What follows belongs to an exercise in optimizing a design on an open flow for small area and a short achievable clock period; a production flow would make more cautious choices. Where RTL was checked, it was by simulation tests only, not by an equivalence proof against the original. The clock port is modelled as an ideal driver, which makes a skipped or thinned clock tree look cheaper than it is; a real chip needs a root buffer or a tree. Power is estimated from default activity; no workload was simulated.

==> flow/design.v <==
module fifo_sync(clk,rst,wen,ren,data_in,data_out,full,empty);
  input clk;
  input rst;
  input wen;
  input ren;
  input [31 : 0] data_in;
  output reg [31 : 0] data_out;
  output reg full, empty;
  reg [31:0] mem [7:0];
  reg [3:0] wj;      
  reg [3:0] rj;      
  reg nfull;         
  reg nempty;        
  function automatic [7:0] jdec(input [3:0] j);
    begin
      jdec[0] = ~j[3] & ~j[0];
      jdec[1] =  j[0] & ~j[1];
      jdec[2] =  j[1] & ~j[2];
      jdec[3] =  j[2] & ~j[3];
      jdec[4] =  j[3] &  j[0];
      jdec[5] = ~j[0] &  j[1];
      jdec[6] = ~j[1] &  j[2];
      jdec[7] = ~j[2] &  j[3];
    end
  endfunction
  function automatic [3:0] jinc(input [3:0] j);
    jinc = {j[2:0], ~j[3]};
  endfunction
  wire [7:0] wsel = jdec(wj);
  wire [7:0] rsel = jdec(rj);
  wire wr = wen & nfull;
  wire rd = ren & nempty;
  integer i;
  always @(posedge clk)
    for (i = 0; i < 8; i = i + 1)
      if (nfull & wsel[i])
        mem[i] <= data_in;
  wire take = rd & ~rst;
  wire hold = ~rd & ~rst;
  reg [31:0] rdata;
  always @* begin
    rdata = {32{hold}} & data_out;
    for (i = 0; i < 8; i = i + 1)
      rdata = rdata | ({32{take & rsel[i]}} & mem[i]);
  end
  always @(posedge clk)
    data_out <= rdata;
  wire almost_full  = (jinc(wj) == rj);    
  wire almost_empty = (jinc(rj) == wj);    
  reg full_n, empty_n;
  always @* begin
    full_n  = ~nfull;
    empty_n = ~nempty;
    if (wr & ~rd) begin
      empty_n = 1'b0;
      full_n  = almost_full;
    end
    if (rd & ~wr) begin
      full_n  = 1'b0;
      empty_n = almost_empty;
    end
  end
  always @(posedge clk) begin
    if (rst) begin
      wj     <= 4'd0;
      rj     <= 4'd0;
      full   <= 1'b0;
      empty  <= 1'b1;
      nfull  <= 1'b1;
      nempty <= 1'b0;
    end else begin
      if (wr) wj <= jinc(wj);
      if (rd) rj <= jinc(rj);
      full   <= full_n;
      empty  <= empty_n;
      nfull  <= ~full_n;
      nempty <= ~empty_n;
    end
  end
endmodule
clock: 2.0 ns
lec_check: 0
cap_margin: 20
core_margin: 2
core_utilization: 65
setup_slack_margin: 0.7
slew_margin: 20
standard.sh (not shown) runs the stock make flow with config.mk's settings and CLKGATE_MAP_FILE= SYNTH_SCRIPT=/design/flow/synth_recipe.tcl, a recipe that flattens the netlist after the stock synthesis.
==> flow/flow/run.sh <==
#!/bin/bash
# The standard layout, with three changes:
#  - output-port buffers become buf_2 after global placement (outbuf.tcl);
#  - CTS without dummy loads, in clusters of at most 20 sinks;
#  - after CTS the clock port drives four branch buffers directly instead of
#    a root buffer and two branch buffers (post_cts.tcl, retree.tcl).
set -uo pipefail
here=$(pwd)
bash standard.sh finish \
  POST_GLOBAL_PLACE_TCL="$here/flow/outbuf.tcl" \
  POST_CTS_TCL="$here/flow/post_cts.tcl" \
  CTS_ARGS="-sink_clustering_enable -repair_clock_nets -sink_clustering_size 20 -sink_clustering_max_diameter 60 -dont_use_dummy_load" \
  > "$here/standard.log" 2>&1
Other scripts of this flow, unchanged in this note and not shown: flow/flow/outbuf.tcl, flow/flow/post_cts.tcl, flow/flow/retree.tcl
Next try:
==> flow/design.v (replaced) <==
module fifo_sync(clk,rst,wen,ren,data_in,data_out,full,empty);
  input clk;
  input rst;
  input wen;
  input ren;
  input [31 : 0] data_in;
  output reg [31 : 0] data_out;
  output reg full, empty;
  reg [31:0] mem [7:0];
  reg [7:0] wsel;    
  reg [7:0] rsel;    
  reg nfull;         
  reg nempty;        
  wire wr = wen & nfull;
  wire rd = ren & nempty;
  integer i;
  always @(posedge clk)
    for (i = 0; i < 8; i = i + 1)
      if (wsel[i])
        mem[i] <= data_in;
  wire take = rd & ~rst;
  wire hold = ~rd & ~rst;
  reg [31:0] rdata;
  always @* begin
    rdata = {32{hold}} & data_out;
    for (i = 0; i < 8; i = i + 1)
      rdata = rdata | ({32{take & rsel[i]}} & mem[i]);
  end
  always @(posedge clk)
    data_out <= rdata;
  wire [7:0] wpos  = wsel | ({8{~nfull}} & rsel);
  wire [7:0] wnext = {wpos[6:0], wpos[7]};
  wire [7:0] rnext = {rsel[6:0], rsel[7]};
  wire almost_full  = |(wnext & rsel);     
  wire almost_empty = |(rnext & wpos);     
  reg full_n, empty_n;
  always @* begin
    full_n  = ~nfull;
    empty_n = ~nempty;
    if (wr & ~rd) begin
      empty_n = 1'b0;
      full_n  = almost_full;
    end
    if (rd & ~wr) begin
      full_n  = 1'b0;
      empty_n = almost_empty;
    end
  end
  always @(posedge clk) begin
    if (rst) begin
      wsel   <= 8'd1;
      rsel   <= 8'd1;
      full   <= 1'b0;
      empty  <= 1'b1;
      nfull  <= 1'b1;
      nempty <= 1'b0;
    end else begin
      wsel   <= full_n ? 8'd0 : (wr ? wnext : wpos);
      if (rd) rsel <= rnext;
      full   <= full_n;
      empty  <= empty_n;
      nfull  <= ~full_n;
      nempty <= ~empty_n;
    end
  end
endmodule
Outcome: Power increases by about 34%. Worst setup slack gets better by 0.14 ns. Routed wire length decreases by about 4%. Synthesized area increases by about 0.8%. Fmax increases by about 9%. Design area increases by 0.63%. Utilization increases by 0.23 points. Worst hold slack gets better by 0.035 ns. Global-route usage decreases by 0.77 points.
For the second run of this note, only the layout was checked, not whether the RTL still works.

-- re-timing with driven ports --
The results above use ideal ports. As a check the final layouts listed here were re-extracted and re-timed, cells and wires unchanged.
Step 1, drivers: a clkbuf_16 drives clk and a buf_2 each remaining input, both assumed.
Step 2 moves the port delays by t, midway between the first and last clock arrival at a register: inputs arrive t later, outputs are due t later. That takes back most of the time a late clock gives input paths.
Three values: no drivers, after step 1, after step 2; two values: the first two.
| run | t (ns) | slack for setup (ns) | latest minus earliest clock arrival (ns) | slew at the worst register clock pin (ns) | worst data-port slew with drivers (ns) |
|---|---|---|---|---|---|
| the first run | 0.393 | 0.331 / 0.331 / 0.223 | 0.029 / 0.028 | 0.08 / 0.08 | 0.08 |
| the second run | 0.393 | 0.467 / 0.467 / 0.239 | 0.016 / 0.017 | 0.08 / 0.08 | 0.05 |
After both steps every run listed still meets setup and hold. The setup slack of the second run, which loses most, moves by 0.000 ns with the drivers and by -0.228 ns with both steps.
